From an optimization exercise on the open Yosys and OpenROAD flow, aimed at small area; shortcuts taken in it are not production practice. At most, simulation tests tie the RTL to the original design; equivalence was not proved. The clock input has no modelled driver; a real chip could not lean on it and would need a root buffer or a full tree. Power figures rest on the tool's default switching activity, not on a simulated workload.

== trial 42 ==
// SimpleSend
module SimpleSend(dataOut,Ready2Go,Seg,Anode,Go,clk,reset);
Size: roughly 370 cells after synthesis, about 16 I/O pins, about 0.0031 mm^2 of cells after synthesis.
Settings: LEC_CHECK=0, CAP_MARGIN=20, CORE_MARGIN=2, CORE_UTILIZATION=70, CTS_BUF_LIST=sky130_fd_sc_hd__clkbuf_4, CTS_CLUSTER_DIAMETER=30, CTS_CLUSTER_SIZE=10, SLEW_MARGIN=20; clock period 10.0 ns.
standard.sh (not shown) runs the stock make flow with config.mk's settings and CLKGATE_MAP_FILE= SYNTH_SCRIPT=/design/flow/synth_recipe.tcl, a recipe that flattens the netlist after the stock synthesis.
==> flow/flow/run.sh <==
#!/bin/bash
# The standard layout with three changes:
#  1. after the standard synthesis, the combinational logic (not the
#     flip-flops, which keep their instances, names and cells) is mapped again
#     with area-oriented ABC scripts (run side by side), and the smallest
#     result is kept;
#  2. the ports get the smallest buffer;
#  3. the clock tree is rebuilt as two levels of inverters
#     (flow/post_cts.tcl).
# Each tool's output goes to a log file of its own in this folder.
set -euo pipefail
here=$(pwd)
R=$here/orfs/results/$FLOW_PLATFORM/SimpleSend/base
LIB=$FLOW_HOME/platforms/$FLOW_PLATFORM/lib/sky130_fd_sc_hd__tt_025C_1v80.lib

bash standard.sh synth > 1_standard_synth.log 2>&1
cp "$R/1_2_yosys.v" "$here/standard_synth.v"

SEQ=$(grep -oE 'sky130_fd_sc_hd__[a-z0-9]*(df|dl)[a-z0-9_]*' standard_synth.v | sort -u | tr '\n' ' ')
DONTUSE=$(sed 's/^/-dont_use /' flow/dont_use.txt | tr '\n' ' ')
best=""; best_area=""
scripts="a d e f g h1 h2 h3 h4"
for s in $scripts; do
  sed -e "s#@LIB@#$LIB#g" -e "s#@IN@#$here/standard_synth.v#" -e "s#@TOP@#$FLOW_TOP#g" \
      -e "s#@SEQ@#$SEQ#" -e "s#@SCRIPT@#$here/flow/map_$s.abc#" -e "s#@DONTUSE@#$DONTUSE#" \
      -e "s#@STAT@#$here/resyn_$s.stat#" -e "s#@OUT@#$here/resyn_$s.v#" flow/resyn.ys.in > resyn_$s.ys
  (yosys -s resyn_$s.ys > 2_resyn_$s.log 2>&1 || true) &
done
wait
for s in $scripts; do
  [[ -f resyn_$s.stat && -f resyn_$s.v ]] || continue
  area=$(grep -oE 'Chip area for module .*: [0-9.]+' resyn_$s.stat | awk '{print $NF}')
  [[ -n "$area" ]] || continue
  echo "script $s: area $area" >> 2_resyn_choice.log
  if [[ -z "$best" ]] || awk -v a="$area" -v b="$best_area" 'BEGIN{exit !(a<b)}'; then
    best=$s; best_area=$area
  fi
done
if [[ -n "$best" ]]; then
  echo "kept script $best ($best_area)" >> 2_resyn_choice.log
  cp "resyn_$best.v" "$R/1_2_yosys.v"
  touch "$R/1_2_yosys.v"
fi

bash standard.sh \
  BUFFER_PORTS_ARGS="-buffer_cell sky130_fd_sc_hd__buf_1" \
  CTS_ARGS="-sink_clustering_enable -repair_clock_nets -sink_clustering_size 10 -sink_clustering_max_diameter 30 -buf_list sky130_fd_sc_hd__clkbuf_4 -dont_use_dummy_load" \
  POST_CTS_TCL="$here/flow/post_cts.tcl" \
  finish > 3_standard_layout.log 2>&1
Other scripts of this flow, unchanged in this note and not shown: flow/flow/dont_use.txt, flow/flow/map_a.abc, flow/flow/map_d.abc, flow/flow/map_e.abc, flow/flow/map_f.abc, flow/flow/map_g.abc, flow/flow/map_h1.abc, flow/flow/map_h2.abc, flow/flow/map_h3.abc, flow/flow/map_h4.abc, flow/flow/post_cts.tcl, flow/flow/resyn.ys.in
Setup changes, trial 42 to trial 10
--- a/flow/design.v
+++ b/flow/design.v
@@ -1,39 +1,35 @@
 module SimpleSend(dataOut,Ready2Go,Seg,Anode,Go,clk,reset);
   output dataOut, Ready2Go;
   output [0:6] Seg;
   output [3:0] Anode;
   input Go, clk, reset;
-  reg        W_s;
-  wire       W = W_s ^ 1'b1;    
+  reg        W;         
   reg [2:0]  P_s;
   wire [2:0] P = P_s ^ 3'b011;    
   reg [15:0] C1;        
   reg        FL;        
   reg [2:0]  Lvl_s;
   wire [2:0] Lvl = Lvl_s ^ 3'b111;    
   reg [13:0] L2s;       
   reg [5:0]  U2;        
   reg [6:0]  DLs;       
   reg [2:0]  E_s;
   wire [2:0] E = E_s ^ 3'b011;    
-  reg [15:10] D_s;
-  wire [15:10] D = D_s ^ 6'b100000;    
-  reg [1:0]  Q_s;
-  wire [1:0] Q = Q_s ^ 2'b01;
+  reg [15:10] D;        
+  reg [1:0]  Q;
   reg [2:0]  j_s;
-  wire [2:0] j = j_s ^ 3'b011;
+  wire [2:0] j = j_s ^ 3'b011;    
   reg [1:0]  y_s;
-  wire [1:0] y = y_s ^ 2'b11;
+  wire [1:0] y = y_s ^ 2'b11;    
   reg        h;
   reg [1:0]  kb_s;
-  wire [1:0] kb = kb_s ^ 2'b11;
-  reg [6:0]  ph_s;
-  wire [6:0] ph = ph_s ^ 7'b0100000;
+  wire [1:0] kb = kb_s ^ 2'b11;    
+  reg [6:0]  ph;
   reg [2:0]  rp;        
   reg [2:0]  col;       
   localparam [13:0] M14 = 14'b10101010101010;
   localparam [6:0]  M7  = 7'b0101010;
   wire [13:0] L2 = L2s ^ M14;
   wire [6:0]  DL = DLs ^ M7;
   wire isL5  = Lvl[2] & !Lvl[1] & Lvl[0];
   wire isWIN = Lvl[2] & Lvl[1];
@@ -45,17 +41,17 @@
   wire n2 = Lvl[2] ? (Lvl[0] | Lvl[1]) : (Lvl[1] | !Lvl[0]);  
   wire top = (H[3] ~^ n3) & (H[2] ~^ n2) & (H[1] ~^ n1) & (H[0] ~^ n0);
   wire upd = Go | top;
   wire [2:0] Pi;
   Inc #(3) i_p (P, top & !Go & !W, Pi, );
   always @(posedge clk) begin
     if (reset || (upd && W && Run)) P_s <= (3'd0) ^ 3'b011;
     else P_s <= (Pi) ^ 3'b011;
-    W_s <= (!reset & (W ? !(upd & Run) : (Go & P[1] & !P[0]))) ^ 1'b1;
+    W <= !reset & (W ? !(upd & Run) : (Go & P[1] & !P[0]));
   end
   wire [15:0] C1i;
   Inc #(16) i_c1 (C1, Run, C1i, );
   always @(posedge clk)
     if (reset || top) C1 <= 16'd0;
     else C1 <= C1i;
   wire fend = U2[5];
   wire nz2  = ~|L2[12:0];
@@ -90,20 +86,20 @@
   wire cj    = cy & j[2];           
   wire allDone = Q[1] & Q[0] & j[2] & kb[1] & kb[0] & ph[6] & ph[2];
   wire [1:0] Qi;
   Inc #(2) i_q (Q, cj, Qi, );
   wire [2:0] ji;
   Inc #(3) i_j (j, cy, ji, );
   always @(posedge clk)
     if (reset || allDone) begin
-      Q_s <= (2'd0) ^ 2'b01; j_s <= (3'd4) ^ 3'b011; y_s <= (2'd2) ^ 2'b11; h <= 1'b1; kb_s <= (2'd3) ^ 2'b11; ph_s <= (7'd126) ^ 7'b0100000;
+      Q <= 2'd0; j_s <= (3'd4) ^ 3'b011; y_s <= (2'd2) ^ 2'b11; h <= 1'b1; kb_s <= (2'd3) ^ 2'b11; ph <= 7'd126;
     end else begin
-      Q_s  <= (Qi) ^ 2'b01;
-      ph_s <= (phi) ^ 7'b0100000;
+      Q  <= Qi;
+      ph <= phi;
       kb_s <= (kbi) ^ 2'b11;
       h  <= h ^ ckb;
       y_s  <= (ch ? {y[0], !y[1] & !y[0]} : y) ^ 2'b11;
       j_s  <= (cj ? 3'd0 : ji) ^ 3'b011;
     end
   reg [2:0] pos;
   always @(*)
     case (P)
@@ -147,19 +143,19 @@
     else DLs <= {DL[5:0], DL[6] ^ DL[5] ^ nz7} ^ M7;
   wire T7 = DL[6] & nz7;                  
   wire [2:0] Ei;
   Inc #(3) i_e (E, T7, Ei, );
   wire [15:10] Di;
   Inc #(6) i_d (D, T7 & (E == 3'd0), Di, );
   always @(posedge clk)
     if (reset) begin
-      E_s <= (3'd1) ^ 3'b011; D_s <= (6'd0) ^ 6'b100000;
+      E_s <= (3'd1) ^ 3'b011; D <= 6'd0;
     end else begin
-      E_s <= (Ei) ^ 3'b011; D_s <= (Di) ^ 6'b100000;
+      E_s <= (Ei) ^ 3'b011; D <= Di;
     end
   wire s1 = !E[2] & E[1];
   wire s2 = E[2] & !E[1];
   wire s3 = E[2] & E[1];
   wire ghost = E[1] ~^ E[0];
   wire l5 = Lvl[2] & (Lvl[1] | Lvl[0]);              
   wire blink = l5 & D[15];
   assign Anode = {1'b1, !s1 | blink, !s2 | blink, !s3 | blink};
[summary]
Each of the runs, namely trial 10 and trial 42, reached the end of the flow and came out clean.
Combinational power delta (trial 42 -> trial 10): insignificant
NOTE count of vias placed by the detailed router trial 42->trial 10 decreased slightly
Cell count after synthesis: trial 10 > trial 42
The lower met3 wire length of trial 10 and trial 42 is in trial 42.
Trial 42 -> trial 10: number of failing hold endpoints at the final stage delta 0, exact match
The lower worst endpoint data arrival time came out of trial 10.
Of trial 10 and trial 42, it is trial 10 that has the higher hold slack.
Compared to trial 42, the routing of trial 10 uses more wire.
Compared with trial 42, trial 10 shows a non-filler instance count after layout that is 0.91% higher.
Trial 10 ends up with a transition time at the pin with the least slew margin that is 0.045 ns higher than in trial 42.
On total power, trial 10 and trial 42 are neck and neck.
Trial 10 vs trial 42 — layout inverter count without the clock tree climbed by a few percent
Changes observed in trial 10 relative to trial 42: critical path depth decreased 1; area after synthesis ~0 delta.
The RTL of trial 10 was laid out without a check of its function. In every run of this note, the design's own scripts or RTL, not TritonCTS, make the clock network.

* * *

SimpleSend, a different RTL version from the one above (not shown whole).
Size in the first run: about 16 I/O pins, roughly 3100 µm² of cells after synthesis.
==> module SimpleSend, before the edit <==
module SimpleSend(dataOut,Ready2Go,Seg,Anode,Go,clk,reset);
  output dataOut, Ready2Go;
  output [0:6] Seg;
  output [3:0] Anode;
  input Go, clk, reset;
  reg        W;         
  reg [2:0]  P_s;
  wire [2:0] P = P_s ^ 3'b011;    
  reg [15:0] C1;        
  reg        FL;        
  reg [2:0]  Lvl_s;
  wire [2:0] Lvl = Lvl_s ^ 3'b111;    
  reg [13:0] L2s;       
  reg [5:0]  U2;        
  reg [6:0]  DLs;       
  reg [2:0]  E_s;
  wire [2:0] E = E_s ^ 3'b011;    
  reg [15:10] D;        
  reg [1:0]  Q;
  reg [2:0]  j_s;
  wire [2:0] j = j_s ^ 3'b011;
  reg [1:0]  y_s;
  wire [1:0] y = y_s ^ 2'b11;
  reg        h;
  reg [1:0]  kb_s;
  wire [1:0] kb = kb_s ^ 2'b11;
  reg [6:0]  ph;
  reg [2:0]  rp;        
  reg [2:0]  col;       
  localparam [13:0] M14 = 14'b10101010101010;
  localparam [6:0]  M7  = 7'b0101010;
  wire [13:0] L2 = L2s ^ M14;
  wire [6:0]  DL = DLs ^ M7;
  wire isL5  = Lvl[2] & !Lvl[1] & Lvl[0];
  wire isWIN = Lvl[2] & Lvl[1];
  wire Run   = !FL & !isWIN;
  wire [3:0] H = C1[15:12];
  wire n1 = !Lvl[0] & !isWIN;                       
  wire n0 = Lvl[2] & !Lvl[1] & !Lvl[0];             
  wire n3 = (!Lvl[1] & (!Lvl[2] | Lvl[0])) | isWIN;  
  wire n2 = Lvl[2] ? (Lvl[0] | Lvl[1]) : (Lvl[1] | !Lvl[0]);  
  wire top = (H[3] ~^ n3) & (H[2] ~^ n2) & (H[1] ~^ n1) & (H[0] ~^ n0);
  wire upd = Go | top;
  wire [2:0] Pi;
  Inc #(3) i_p (P, top & !Go & !W, Pi, );
  always @(posedge clk) begin
    if (reset || (upd && W && Run)) P_s <= (3'd0) ^ 3'b011;
    else P_s <= (Pi) ^ 3'b011;
    W <= !reset & (W ? !(upd & Run) : (Go & P[1] & !P[0]));
  end
  wire [15:0] C1i;
  Inc #(16) i_c1 (C1, Run, C1i, );
  always @(posedge clk)
    if (reset || top) C1 <= 16'd0;
    else C1 <= C1i;
  wire fend = U2[5];
  wire nz2  = ~|L2[12:0];
  wire T2   = L2[13] & nz2;               
  always @(posedge clk)
    if (reset) L2s <= M14;
    else L2s <= {L2[12:0], L2[13] ^ L2[12] ^ L2[11] ^ L2[1] ^ (nz2 & FL & !fend)} ^ M14;
  wire [5:0] U2i;
  Inc #(6) i_u2 (U2, T2, U2i, );
  always @(posedge clk)
    if (reset || fend) U2 <= 6'd0;
    else U2 <= U2i;
  wire [2:0] Lvli;
  Inc #(3) i_l (Lvl, (fend & W) | isL5, Lvli, );
  always @(posedge clk) begin
    if (reset || (fend && !W)) Lvl_s <= (3'd0) ^ 3'b111;
    else Lvl_s <= (Lvli) ^ 3'b111;
    FL <= !reset & (FL ? !fend : (Run & !isL5 & Go));
  end
  wire off     = U2[1];                   
  wire Refresh = C1[12] | U2[0];
  wire idle  = (Q == 2'd0) & !ph[0];
  wire cin   = (Q != 2'd0) | ph[0] | Refresh;
  wire [6:0] phi;
  wire phc;
  Inc #(7) i_ph (ph, cin, phi, phc);
  wire [1:0] kbi;
  wire ckb;
  Inc #(2) i_kb (kb, phc, kbi, ckb);
  wire ch    = ckb & h;
  wire cy    = ch & y[1];           
  wire cj    = cy & j[2];           
  wire allDone = Q[1] & Q[0] & j[2] & kb[1] & kb[0] & ph[6] & ph[2];
  wire [1:0] Qi;
  Inc #(2) i_q (Q, cj, Qi, );
  wire [2:0] ji;
  Inc #(3) i_j (j, cy, ji, );
  always @(posedge clk)
    if (reset || allDone) begin
      Q <= 2'd0; j_s <= (3'd4) ^ 3'b011; y_s <= (2'd2) ^ 2'b11; h <= 1'b1; kb_s <= (2'd3) ^ 2'b11; ph <= 7'd126;
    end else begin
      Q  <= Qi;
      ph <= phi;
      kb_s <= (kbi) ^ 2'b11;
      h  <= h ^ ckb;
      y_s  <= (ch ? {y[0], !y[1] & !y[0]} : y) ^ 2'b11;
      j_s  <= (cj ? 3'd0 : ji) ^ 3'b011;
    end
  reg [2:0] pos;
  always @(*)
    case (P)
      3'd0: pos = 3'd0;
      3'd1: pos = 3'd1;
      3'd2: pos = 3'd2;
      3'd3: pos = 3'd3;
      3'd4: pos = 3'd4;
      3'd5: pos = 3'd3;
      3'd6: pos = 3'd2;
      default: pos = 3'd1;
    endcase
  reg [2:0] lcol;
  always @(*)
    case (Lvl)
      3'd0: lcol = 3'b100;    
      3'd1: lcol = 3'b010;    
      3'd2: lcol = 3'b011;    
      3'd3: lcol = 3'b001;    
      3'd4: lcol = 3'b101;    
      default: lcol = 3'b000;
    endcase
  always @(posedge clk)
    if (Q == 2'd0) begin
      rp  <= (off || W) ? 3'd7 : pos;
      col <= off ? 3'b000 : lcol;
    end
  wire cx = col[2], cg = col[1], cb = col[0];
  wire isRed = (j == rp);
  wire isOff = j[1] & !j[0] & !(rp[2] & rp[1]);      
  wire G = cg | (cx & !cb & !kb[1] & kb[0]);
  wire R = cx & (!cb | (!kb[1] & !kb[0]));
  wire theBit = isRed ? y[0] : !isOff & (y[1] ? cb : y[0] ? R : G);
  wire lt36 = !ph[6] & !(ph[5] & (ph[4] | ph[3] | ph[2]));
  wire lt92 = !(ph[6] & (ph[5] | (ph[4] & ph[3] & ph[2])));
  assign dataOut  = !Q[1] & Q[0] & (theBit ? lt92 : lt36);
  assign Ready2Go = idle;
  wire nz7 = ~|DL[5:0];
  always @(posedge clk)
    if (reset) DLs <= M7;
    else DLs <= {DL[5:0], DL[6] ^ DL[5] ^ nz7} ^ M7;
  wire T7 = DL[6] & nz7;                  
  wire [2:0] Ei;
  Inc #(3) i_e (E, T7, Ei, );
  wire [15:10] Di;
  Inc #(6) i_d (D, T7 & (E == 3'd0), Di, );
  always @(posedge clk)
    if (reset) begin
      E_s <= (3'd1) ^ 3'b011; D <= 6'd0;
    end else begin
      E_s <= (Ei) ^ 3'b011; D <= Di;
    end
  wire s1 = !E[2] & E[1];
  wire s2 = E[2] & !E[1];
  wire s3 = E[2] & E[1];
  wire ghost = E[1] ~^ E[0];
  wire l5 = Lvl[2] & (Lvl[1] | Lvl[0]);              
  wire blink = l5 & D[15];
  assign Anode = {1'b1, !s1 | blink, !s2 | blink, !s3 | blink};
  wire a = !E[2] & E[1] & !E[0];
  wire f14  = !Lvl[1] & (Lvl[2] ^ Lvl[0]);          
  wire f2   = !Lvl[2] & Lvl[1] & !Lvl[0];           
  wire f1x  = Lvl[2] | Lvl[0];                      
  wire f123 = !Lvl[2] & (Lvl[1] | Lvl[0]);          
  wire f01  = !Lvl[2] & !Lvl[1];                    
  wire g = ghost;
  assign Seg = {g | (a & f14), g | (a & l5), g | (a & f2), g | (a & f14), g | (a & f1x),
                g | (a & f123), !a | f01};
endmodule
export LEC_CHECK = 0
export CAP_MARGIN = 20
export CORE_MARGIN = 2
export CORE_UTILIZATION = 70
export CTS_BUF_LIST = sky130_fd_sc_hd__clkbuf_4
export CTS_CLUSTER_DIAMETER = 30
export CTS_CLUSTER_SIZE = 10
export SLEW_MARGIN = 20
create_clock -name core_clock -period 10.0 [get_ports {clk}]
Scripts as last shown in full above: flow/flow/run.sh
Other scripts of this flow, unchanged in this note and not shown: flow/flow/dont_use.txt, flow/flow/map_a.abc, flow/flow/map_d.abc, flow/flow/map_e.abc, flow/flow/map_f.abc, flow/flow/map_g.abc, flow/flow/map_h1.abc, flow/flow/map_h2.abc, flow/flow/map_h3.abc, flow/flow/map_h4.abc, flow/flow/post_cts.tcl, flow/flow/resyn.ys.in
Change:
--- a/flow/design.v
+++ b/flow/design.v
@@ -2,30 +2,24 @@
   output dataOut, Ready2Go;
   output [0:6] Seg;
   output [3:0] Anode;
   input Go, clk, reset;
   reg        W;         
-  reg [2:0]  P_s;
-  wire [2:0] P = P_s ^ 3'b011;    
+  reg [2:0]  P;         
   reg [15:0] C1;        
   reg        FL;        
-  reg [2:0]  Lvl_s;
-  wire [2:0] Lvl = Lvl_s ^ 3'b111;    
+  reg [2:0]  Lvl;       
   reg [13:0] L2s;       
   reg [5:0]  U2;        
   reg [6:0]  DLs;       
-  reg [2:0]  E_s;
-  wire [2:0] E = E_s ^ 3'b011;    
+  reg [2:0]  E;         
   reg [15:10] D;        
   reg [1:0]  Q;
-  reg [2:0]  j_s;
-  wire [2:0] j = j_s ^ 3'b011;
-  reg [1:0]  y_s;
-  wire [1:0] y = y_s ^ 2'b11;
+  reg [2:0]  j;
+  reg [1:0]  y;
   reg        h;
-  reg [1:0]  kb_s;
-  wire [1:0] kb = kb_s ^ 2'b11;
+  reg [1:0]  kb;
   reg [6:0]  ph;
   reg [2:0]  rp;        
   reg [2:0]  col;       
   localparam [13:0] M14 = 14'b10101010101010;
   localparam [6:0]  M7  = 7'b0101010;
@@ -42,12 +36,12 @@
   wire top = (H[3] ~^ n3) & (H[2] ~^ n2) & (H[1] ~^ n1) & (H[0] ~^ n0);
   wire upd = Go | top;
   wire [2:0] Pi;
   Inc #(3) i_p (P, top & !Go & !W, Pi, );
   always @(posedge clk) begin
-    if (reset || (upd && W && Run)) P_s <= (3'd0) ^ 3'b011;
-    else P_s <= (Pi) ^ 3'b011;
+    if (reset || (upd && W && Run)) P <= 3'd0;
+    else P <= Pi;
     W <= !reset & (W ? !(upd & Run) : (Go & P[1] & !P[0]));
   end
   wire [15:0] C1i;
   Inc #(16) i_c1 (C1, Run, C1i, );
   always @(posedge clk)
@@ -65,12 +59,12 @@
     if (reset || fend) U2 <= 6'd0;
     else U2 <= U2i;
   wire [2:0] Lvli;
   Inc #(3) i_l (Lvl, (fend & W) | isL5, Lvli, );
   always @(posedge clk) begin
-    if (reset || (fend && !W)) Lvl_s <= (3'd0) ^ 3'b111;
-    else Lvl_s <= (Lvli) ^ 3'b111;
+    if (reset || (fend && !W)) Lvl <= 3'd0;
+    else Lvl <= Lvli;
     FL <= !reset & (FL ? !fend : (Run & !isL5 & Go));
   end
   wire off     = U2[1];                   
   wire Refresh = C1[12] | U2[0];
   wire idle  = (Q == 2'd0) & !ph[0];
@@ -89,18 +83,18 @@
   Inc #(2) i_q (Q, cj, Qi, );
   wire [2:0] ji;
   Inc #(3) i_j (j, cy, ji, );
   always @(posedge clk)
     if (reset || allDone) begin
-      Q <= 2'd0; j_s <= (3'd4) ^ 3'b011; y_s <= (2'd2) ^ 2'b11; h <= 1'b1; kb_s <= (2'd3) ^ 2'b11; ph <= 7'd126;
+      Q <= 2'd0; j <= 3'd4; y <= 2'd2; h <= 1'b1; kb <= 2'd3; ph <= 7'd126;
     end else begin
       Q  <= Qi;
       ph <= phi;
-      kb_s <= (kbi) ^ 2'b11;
+      kb <= kbi;
       h  <= h ^ ckb;
-      y_s  <= (ch ? {y[0], !y[1] & !y[0]} : y) ^ 2'b11;
-      j_s  <= (cj ? 3'd0 : ji) ^ 3'b011;
+      y  <= ch ? {y[0], !y[1] & !y[0]} : y;
+      j  <= cj ? 3'd0 : ji;
     end
   reg [2:0] pos;
   always @(*)
     case (P)
       3'd0: pos = 3'd0;
@@ -146,13 +140,13 @@
   Inc #(3) i_e (E, T7, Ei, );
   wire [15:10] Di;
   Inc #(6) i_d (D, T7 & (E == 3'd0), Di, );
   always @(posedge clk)
     if (reset) begin
-      E_s <= (3'd1) ^ 3'b011; D <= 6'd0;
+      E <= 3'd1; D <= 6'd0;
     end else begin
-      E_s <= (Ei) ^ 3'b011; D <= Di;
+      E <= Ei; D <= Di;
     end
   wire s1 = !E[2] & E[1];
   wire s2 = E[2] & !E[1];
   wire s3 = E[2] & E[1];
   wire ghost = E[1] ~^ E[0];
Result: Clock skew is higher by 0.0037 ns; design area is higher by 0.61%; area after synthesis is higher by 0.64%; utilization is about the same; routed wire length is lower by 5.0%; global-route usage is lower by 1.2 points; combinational power is lower by 30%; hold slack gets worse by 0.010 ns; final cell count is higher by 2.2%; first-iteration DRC count is lower by 16%; worst setup slack gets worse by 0.067 ns.
In every run of this note, the design's own scripts or RTL, not TritonCTS, make the clock network.

-- afterwards: timing with drivers on the ports --
The results above use ideal ports. As a check the final layouts listed here were re-extracted and re-timed, cells and wires unchanged.
Step 1 sets driving cells, clkbuf_16 on the clock port and buf_2 on the other inputs (assumed; they add their load-dependent delay and slew).
Step 2, shift: input delay + t, output delay - t, t = (earliest + latest rising clock arrival at the registers) / 2. This alone moves slack from input paths to output paths.
Three values: ideal ports, drivers, drivers and shift; two values: the first two.
| run | t, ns | setup WS [ns] | hold slack, ns | worst setup path at the end |
|---|---|---|---|---|
| trial 42 | 0.241 | 6.120 / 6.127 / 5.885 | 0.393 / 0.393 / 0.393 | input to register |
| trial 10 | 0.239 | 6.290 / 6.257 / 6.060 | 0.397 / 0.397 / 0.397 | input to register |
| the first run of note 2 | 0.243 | 6.169 / 6.132 / 5.979 | 0.401 / 0.401 / 0.401 | input to register |
| the second run of note 2 | 0.242 | 6.102 / 6.071 / 6.102 | 0.391 / 0.391 / 0.391 | input to register |
After both steps setup and hold are still met in every run listed. The setup slack of trial 42, which loses most, moves by +0.007 ns with the drivers and by -0.235 ns with both steps.
